From an optimization exercise on the open Yosys and OpenROAD flow, aimed at small area and a short achievable clock period; shortcuts taken in it are not production practice.
Function was checked by simulation only, so behaviour that the tests miss may differ from the original.

==> flow/design.v (outline; a module is shown in full before it is edited, if it fits) <==
// module EdgeRasterizer_add16: 28 lines
// module EdgeRasterizer: 910 lines
module EdgeRasterizer(clock,
						in_sig_start_new_triangle,
						in_sig_get_boundary_coords,
						in_sig_form_edges,
						in_sig_pixel_loop_setup,
						in_sig_rasterize_pixels,
						in_v0_screen_x, in_v0_screen_y,
						in_v1_screen_x, in_v1_screen_y,
						in_v2_screen_x, in_v2_screen_y,
						in_v0_depth, in_v1_depth, in_v2_depth,
						in_color,
						out_sig_rasterize_write_pixel,
						out_sig_rasterize_done,
						out_pixel_x, out_pixel_y,
						out_pixel_depth,
						out_pixel_color);
  // ...
==> flow/run.sh <==
#!/bin/bash
# synth_recipe.tcl (not shown) runs the flow's synth.tcl, then flattens the netlist and writes it again
# the make line also repeats each setting of config.mk as NAME=value (left out here)
make -C /OpenROAD-flow-scripts/flow DESIGN_CONFIG=/design/flow/config.mk WORK_HOME=/design/flow/orfs CLKGATE_MAP_FILE= SYNTH_SCRIPT=/design/flow/synth_recipe.tcl finish
==> flow/config.mk <==
export PLATFORM = sky130hd
export DESIGN_NAME = EdgeRasterizer
export DESIGN_NICKNAME = EdgeRasterizer
export VERILOG_FILES = /design/flow/design.v
export SDC_FILE = /design/flow/constraint.sdc
export NUM_CORES = 4
export LEC_CHECK = 0
export CAP_MARGIN = 20
export CORE_MARGIN = 2
export CORE_UTILIZATION = 40
export SLEW_MARGIN = 20
==> flow/constraint.sdc <==
create_clock -name core_clock -period 28.0 [get_ports {clock}]
set_input_delay 5.6000 -clock core_clock [delete_from_list [all_inputs] [get_ports {clock}]]
set_output_delay 5.6000 -clock core_clock [all_outputs]
set_load 0.01 [all_outputs]
==> impl_metrics.prom, run 1 <==
# TYPE chip_impl_metric gauge
chip_impl_metric{name="finish.instance_area",unit="mm²"} 0.0360
chip_impl_metric{name="die_y",unit="µm"} 286
chip_impl_info{name="clockRootBuffer",value="clkbuf_16"} 1
chip_impl_metric{name="routed-wl-met2",unit="mm"} 46.8
chip_impl_metric{name="grt_max_degree",unit=""} 107
chip_impl_info{name="cp_dominant_cell_by_count",value="fa_1"} 1
chip_impl_metric{name="max-clock-path-buffers",unit=""} 3
chip_impl_metric{name="totalNegativeSetupSlack",unit="ps"} 0
chip_impl_metric{name="layout.clock.cell_area_share",unit="%"} 3.34
chip_impl_metric{name="global_route.usage.met1",unit="%"} 33.7
chip_impl_info{name="top_cells_by_count_synth",value="415 x nor2_1, 401 x inv_1, 296 x nand2_1, 276 x edfxtp_1, 272 x ha_1"} 1
chip_impl_metric{name="drcViolationCount",unit=""} 0
chip_impl_metric{name="post_route_hold_slack",unit="ps"} 572
chip_impl_info{name="outcome",value="timing/DRC/antenna clean"} 1
chip_impl_metric{name="port_buffers",unit=""} 175
chip_impl_metric{name="yosys_register_bits",unit=""} 280
chip_impl_metric{name="layout.buffer.nonclock.area_share",unit="%"} 5.94
chip_impl_info{name="hp-start",value="e1[15]$_DFFE_PP_"} 1
chip_impl_metric{name="tritoncts_num_sinks",unit=""} 280
chip_impl_metric{name="synth_async_sr_flop_share",unit="%"} 0
chip_impl_metric{name="area.share.sequential",unit="%"} 23.2
chip_impl_info{name="mostFrequentLayoutCell",value="nor2_1"} 1
chip_impl_metric{name="synth_compound_gate_area_share",unit="%"} 12.5
chip_impl_info{name="worstReg2RegEnd",value="rs1[15]$_DFFE_PP_"} 1
chip_impl_metric{name="muxShareOfSynthArea",unit="%"} 5.48
chip_impl_metric{name="synth-edff-count",unit=""} 276
chip_impl_metric{name="multi_input_comb_area",unit="mm²"} 0.0215
chip_impl_metric{name="share_of_the_final_layout_cell_area_in_multi_input_gates",unit="%"} 59.6
chip_impl_metric{name="timing.critical_path.depth",unit=""} 20
chip_impl_info{name="hp-class",value="reg2reg"} 1
chip_impl_info{name="area_dominant_class",value="multi-input gates"} 1
chip_impl_metric{name="sequential_cell_area",unit="mm²"} 0.00837
chip_impl_info{name="top_usage_layer",value="met2"} 1
==> run 2, diff against run 1 <==
--- a/flow/design.v
+++ b/flow/design.v
@@ -76,17 +76,18 @@
 	reg [15:0] r0, r1, r2, r3, r4, r5;
 	reg [1:0] dep0, dep1, dep2;
 	reg [15:0] color;
 	reg [15:0] max_x;		 
 	reg [15:0] x, y;
 	reg [15:0] area;
 	reg [15:0] e1, e2;
 	reg [15:0] rs1, rs2;	 
-	reg [8:0] m1, m2;
+	reg [8:0] p1l, p2l;	 
+	reg [15:0] q1r, q2r;	 
 	reg j1, j2;
 	reg nsel, nincx, nincy;	 
 	reg natx, naty;		 
 	reg w0, h0;		 
 	wire [15:0] vx0 = r0, vy0 = r1, vx1 = r2, vy1 = r3, vx2 = r4, vy2 = r5;
 	wire [15:0] a1, a2, b1, b2;
 	wire ca1, ca2, cb1, cb2;	 
 	EdgeRasterizer_add16 u_a1(vy2, ~vy0, 1'b1, a1, ca1);	 
@@ -116,20 +117,20 @@
 	generate
 		for (gi = 1; gi < 16; gi = gi + 1) begin : dec
 			assign mxx_z[gi] = ~|mxx[gi - 1:0];
 			assign mxy_z[gi] = ~|mxy[gi - 1:0];
 		end
 	endgenerate
 	wire [15:0] mxx_m1 = mxx ^ mxx_z;
 	wire [15:0] mxy_m1 = mxy ^ mxy_z;
-	wire [15:0] p1 = {r0[15:9], setup_bc ? r0[8:0] : m1};
-	wire [15:0] p2 = {r1[15:9], setup_bc ? r1[8:0] : m2};
-	wire [15:0] q1 = ph_b ? r3 : {r4[15:9], ph_c ? r4[8:0] : e1[8:0]};
-	wire [15:0] q2 = ph_b ? r2 : {r4[15:9], ph_c ? r4[8:0] : e2[8:0]};
+	wire [15:0] p1 = {r0[15:9], p1l};
+	wire [15:0] p2 = {r1[15:9], p2l};
+	wire [15:0] q1 = q1r;
+	wire [15:0] q2 = q2r;
 	wire m1t_p1 = p1[0] & q1[0];
 	wire m1t_p2 = p1[1] & q1[0];
 	wire m1t_p3 = p1[2] & q1[0];
 	wire m1t_p4 = p1[3] & q1[0];
 	wire m1t_p5 = p1[4] & q1[0];
 	wire m1t_p6 = p1[5] & q1[0];
 	wire m1t_p7 = p1[6] & q1[0];
 	wire m1t_p8 = p1[7] & q1[0];
@@ -887,33 +888,38 @@
 			r0 <= st ? in_v0_screen_x : a1;
 			r1 <= st ? in_v0_screen_y : a2;
 			r5 <= st ? in_v2_screen_y : mxy_m1;
 		end
 		if (st | bd) begin
 			r2 <= st ? in_v1_screen_x : b1;
 			r3 <= st ? in_v1_screen_y : b2;
 		end
-		if (st | bd | fe | ls)
-			r4 <= st ? in_v2_screen_x : ph_a ? xj : ph_b ? xd : x;
+		if (st | bd | fe)
+			r4 <= st ? in_v2_screen_x : ph_a ? xj : x;
 		if (bd) begin
 			max_x <= mxx_m1;
 			w0 <= mnx == mxx;
 			h0 <= mny == mxy;
 			j1 <= iy1;
 			j2 <= ~iy0 & ~iy1;
 		end
 		if (bd | rs) begin
 			x <= ph_a ? mnx : nx;
 			y <= ph_a ? mny : yi;
 		end
-		if (ls) begin
+		if (ls)
 			area <= area_c;
-			m1 <= dd1 * {1'b0, inv};
-			m2 <= dd2 * {1'b0, inv};
+		if (bd | ls) begin
+			p1l <= ph_a ? a1[8:0] : dd1 * {1'b0, inv};
+			p2l <= ph_a ? a2[8:0] : dd2 * {1'b0, inv};
+		end
+		if (bd | fe | ls | (rs & ~hold)) begin
+			q1r <= ph_a ? b2 : ph_b ? xd : e1n;
+			q2r <= ph_a ? b1 : ph_b ? xd : e2n;
 		end
 		if (fe | ls | (rs & ~hold)) begin
 			e1 <= e1n;
 			e2 <= e2n;
 		end
 		if (ls | (rs & wrap)) begin
 			rs1 <= e1n;
 			rs2 <= e2n;
==> run 2 against run 1 <==
Effect of this change:
- hold slack improved by 15 ps
- die area rose by 4.8%
- maximum frequency rose by 3.1%
- synthesized cell count rose by 2.7%
==> impl_metrics.prom, run 2 <==
# TYPE chip_impl_metric gauge
chip_impl_metric{name="synth.top_cell.area_share",unit="%"} 27.7
chip_impl_info{name="top_cells_by_count_synth",value="400 x inv_1, 382 x nand2_1, 308 x edfxtp_1, 273 x ha_1, 262 x fa_1"} 1
chip_impl_metric{name="clk_pin_slew",unit="ps"} 70
chip_impl_metric{name="fillers",unit=""} 8056
chip_impl_metric{name="cts_hold_buf",unit=""} 0
chip_impl_metric{name="synth.distinct_cells",unit=""} 93
chip_impl_metric{name="initial_antenna_violation_count",unit=""} 3
chip_impl_metric{name="h_tree_level_count",unit=""} 2
chip_impl_metric{name="timing.max_slew.rel_slack",unit="%"} 23.1
chip_impl_metric{name="timing.final.setup_violations",unit=""} 0
chip_impl_metric{name="vias_per_cell",unit=""} 5.65
chip_impl_metric{name="die_area",unit="mm²"} 0.0859
chip_impl_info{name="hp-class",value="reg2reg"} 1
chip_impl_metric{name="placement.cell_area",unit="mm²"} 0.0362
chip_impl_metric{name="synth_sequential_area_ratio",unit="%"} 27.9
chip_impl_metric{name="syn_area_per_cell",unit="µm²"} 9.34
chip_impl_metric{name="critical_path.max_stage_delay",unit="ps"} 680
chip_impl_metric{name="ff2ff_setup_slack",unit="ps"} 20380
chip_impl_metric{name="vias",unit=""} 27100
chip_impl_metric{name="worst_ep_required_time",unit="ps"} 28320
chip_impl_metric{name="drt_first_pass_iters",unit=""} 6
chip_impl_metric{name="layout-drive-gt1-share",unit="%"} 3.83
chip_impl_info{name="synth_flop_cell",value="edfxtp_1"} 1
chip_impl_metric{name="fmax",unit="MHz"} 131
chip_impl_metric{name="synth_fp_nets",unit=""} 4237
chip_impl_metric{name="finish.instance_area",unit="mm²"} 0.0375
chip_impl_metric{name="drcViolationCount",unit=""} 0
chip_impl_metric{name="core_region_area",unit="mm²"} 0.0832
chip_impl_metric{name="diodes",unit=""} 0
chip_impl_metric{name="totalNegativeSetupSlack",unit="ps"} 0
chip_impl_metric{name="dp_hpwl",unit="mm"} 87.0
chip_impl_metric{name="synth_async_sr_flop_share",unit="%"} 0
chip_impl_metric{name="drtAntennaViolNets",unit=""} 0
chip_impl_metric{name="grt_overflow",unit=""} 0
chip_impl_metric{name="syn_to_final_growth",unit="%"} 12.1
chip_impl_metric{name="synth-edff-count",unit=""} 308
chip_impl_metric{name="route.detailed.wl_per_inst",unit="µm"} 23.4
chip_impl_metric{name="cap_violations",unit=""} 0
chip_impl_info{name="cts_tree",value="done"} 1
chip_impl_metric{name="fp.dieW",unit="µm"} 293
chip_impl_info{name="outcome",value="timing/DRC/antenna clean"} 1
chip_impl_info{name="path_delay_family",value="compound AO/OA/AOI/OAI gates"} 1
chip_impl_metric{name="first_pass_grt_wire_length",unit="mm"} 169
chip_impl_metric{name="port_buffers",unit=""} 175
chip_impl_metric{name="grt_max_degree",unit=""} 118
chip_impl_metric{name="number_of_stages_on_the_worst_hold_path",unit=""} 2
chip_impl_metric{name="crit_arrival",unit="ps"} 7940
chip_impl_metric{name="synthesis.yosys.warnings",unit=""} 2
chip_impl_metric{name="cts.repair.resized",unit=""} 0
chip_impl_info{name="critical-path-slowest-cell",value="a211oi_2"} 1
chip_impl_metric{name="yosys_register_bits",unit=""} 312
chip_impl_metric{name="groute.usage.overall",unit="%"} 26.1
chip_impl_info{name="most_used_cells_in_the_layout_excluding_fill_and_tap_cells",value="400 x inv_1, 382 x nand2_1, 308 x edfxtp_1, 273 x ha_1, 262 x fa_1"} 1
chip_impl_metric{name="post_synth_instance_area",unit="mm²"} 0.0334
chip_impl_metric{name="floorplan.rows",unit=""} 106
chip_impl_metric{name="tritoncts_num_sinks",unit=""} 312
chip_impl_metric{name="dr.first_iter.drc_count",unit=""} 3068
chip_impl_metric{name="timing.critical_path.depth",unit=""} 25
chip_impl_info{name="path_class",value="reg2reg"} 1
chip_impl_metric{name="final.period_utilization",unit="%"} 27.2
chip_impl_info{name="critical_path.startpoint_type",value="register"} 1
chip_impl_metric{name="die_y",unit="µm"} 293
chip_impl_metric{name="critical_path.max_fanout",unit=""} 8
chip_impl_metric{name="post_synth_inst_count",unit=""} 3578
chip_impl_metric{name="globalplace.congestion",unit=""} 0.951
chip_impl_info{name="mostFrequentLayoutCell",value="inv_1"} 1
chip_impl_metric{name="drv_slew",unit=""} 0
chip_impl_info{name="clockRootBuffer",value="clkbuf_16"} 1
chip_impl_info{name="rsz0062_at_grt",value="false"} 1
chip_impl_metric{name="final.setup_skew",unit="ps"} 38.1
chip_impl_info{name="worst_setup_path_end_kind",value="register"} 1
chip_impl_metric{name="drt-total-wl",unit="mm"} 112
chip_impl_metric{name="post_cts_setup_driven_buffer_insertion_count",unit=""} 0
chip_impl_info{name="synthMostInstantiatedCell",value="inv_1"} 1
chip_impl_metric{name="cp.buffers_inverters",unit=""} 2
chip_impl_metric{name="post-route-min-period",unit="ps"} 7620
chip_impl_info{name="synthDominantAreaCellType",value="edfxtp_1"} 1
chip_impl_metric{name="start_util",unit="%"} 40.2
chip_impl_metric{name="via_count_of_the_first_global_routing_pass",unit=""} 26600
chip_impl_metric{name="floorplan.io_pins",unit=""} 176
chip_impl_metric{name="max-clock-path-buffers",unit=""} 3
chip_impl_metric{name="worst_slew_pin_slew",unit="ps"} 1150
chip_impl_info{name="netlist_top_cells_area",value="edfxtp_1 28%, fa_1 16%, ha_1 10%"} 1
chip_impl_metric{name="r2r.worst_path.cells",unit=""} 25
chip_impl_metric{name="clk_latency",unit="ps"} 600
chip_impl_metric{name="design.final.nets",unit=""} 4339
chip_impl_metric{name="tritoncts.num_buffers",unit=""} 39
chip_impl_metric{name="final-hold-violation-count",unit=""} 0
-- run 2: layout make-up --
cell class	instances	area [µm²]	area share, %
Inverter	403	1520	4.04
Clock buffer	48	1010	2.70
Tap cell	1080	1350	3.61
Sequential cell	312	9330	24.9
Timing Repair Buffer	206	2010	5.35
Multi-Input combinational cell	2718	22000	58.7
Clock inverter	23	269	0.718
-- run 2: worst paths after layout --
kind,to,startpoint
max reg2reg,p1l[8]$_DFFE_PP_,e1[0]$_DFFE_PP_
min reg2reg,natx$_DFFE_PP_,w0$_DFFE_PP_
max,p1l[8]$_DFFE_PP_,e1[0]$_DFFE_PP_
min,natx$_DFFE_PP_,w0$_DFFE_PP_
-- run 2: logic make-up (layout without fill, tap and decap cells) --
group	Yosys count	in the layout	synth area share (%)
AND/OR/NAND/NOR	1087	1087	15.9
adder cells (fa/ha/maj)	535	535	25.9
flip-flops	312	312	27.9
multiplexers	141	141	4.27
buffers and inverters	548	680	6.35
AO/OA/AOI/OAI	701	701	12.9
XOR/XNOR	254	254	6.74
-- run 2: worst register-to-register path, cell delays in order, from the launching register on --
cell and delay [ps]:
edfxtp_1 380, inv_1 100, ha_1 220, fa_1 420, o21ba_1 230, or3_1 350
a2111oi_0 570, nand3b_1 240, nand2_1 80, a211oi_2 680, nand4_1 290, or3_1 550
a2111oi_4 440, nand2_1 140, fa_1 530, inv_1 50, fa_1 390, ha_1 210
a21o_1 170, a21oi_1 220, o21bai_1 90, a21oi_1 170, xnor2_1 160, xnor2_1 120
xnor2_1 420, mux2i_1 160
-- run 2: per-layer routing --
| layer | routed length [µm] | share of wire, % | global-route usage (%) | up-vias |
|---|---|---|---|---|
| li1 | - | - | - | 12400 |
| met1 | 48400 | 43 | 36.6 | 13200 |
| met2 | 49700 | 44 | 41.0 | 1263 |
| met3 | 9610 | 8.6 | 4.11 | 213 |
| met4 | 4590 | 4.1 | 9.18 | 2 |
| met5 | 11 | 0.0098 | 0 | - |
-- run 2: metrics by stage --
stage          util (%)  setup WS, ps  instances  hold WS, ps
2_1_floorplan         -         20480       3578          499
3_3_place_gp       43.5         19990       4718          566
3_5_place_dp       43.5         19960       4718          569
4_1_cts            45.0         20420       4789          581
5_1_grt            45.1         20010       4790          679
6_report           45.1         20380       4790          587
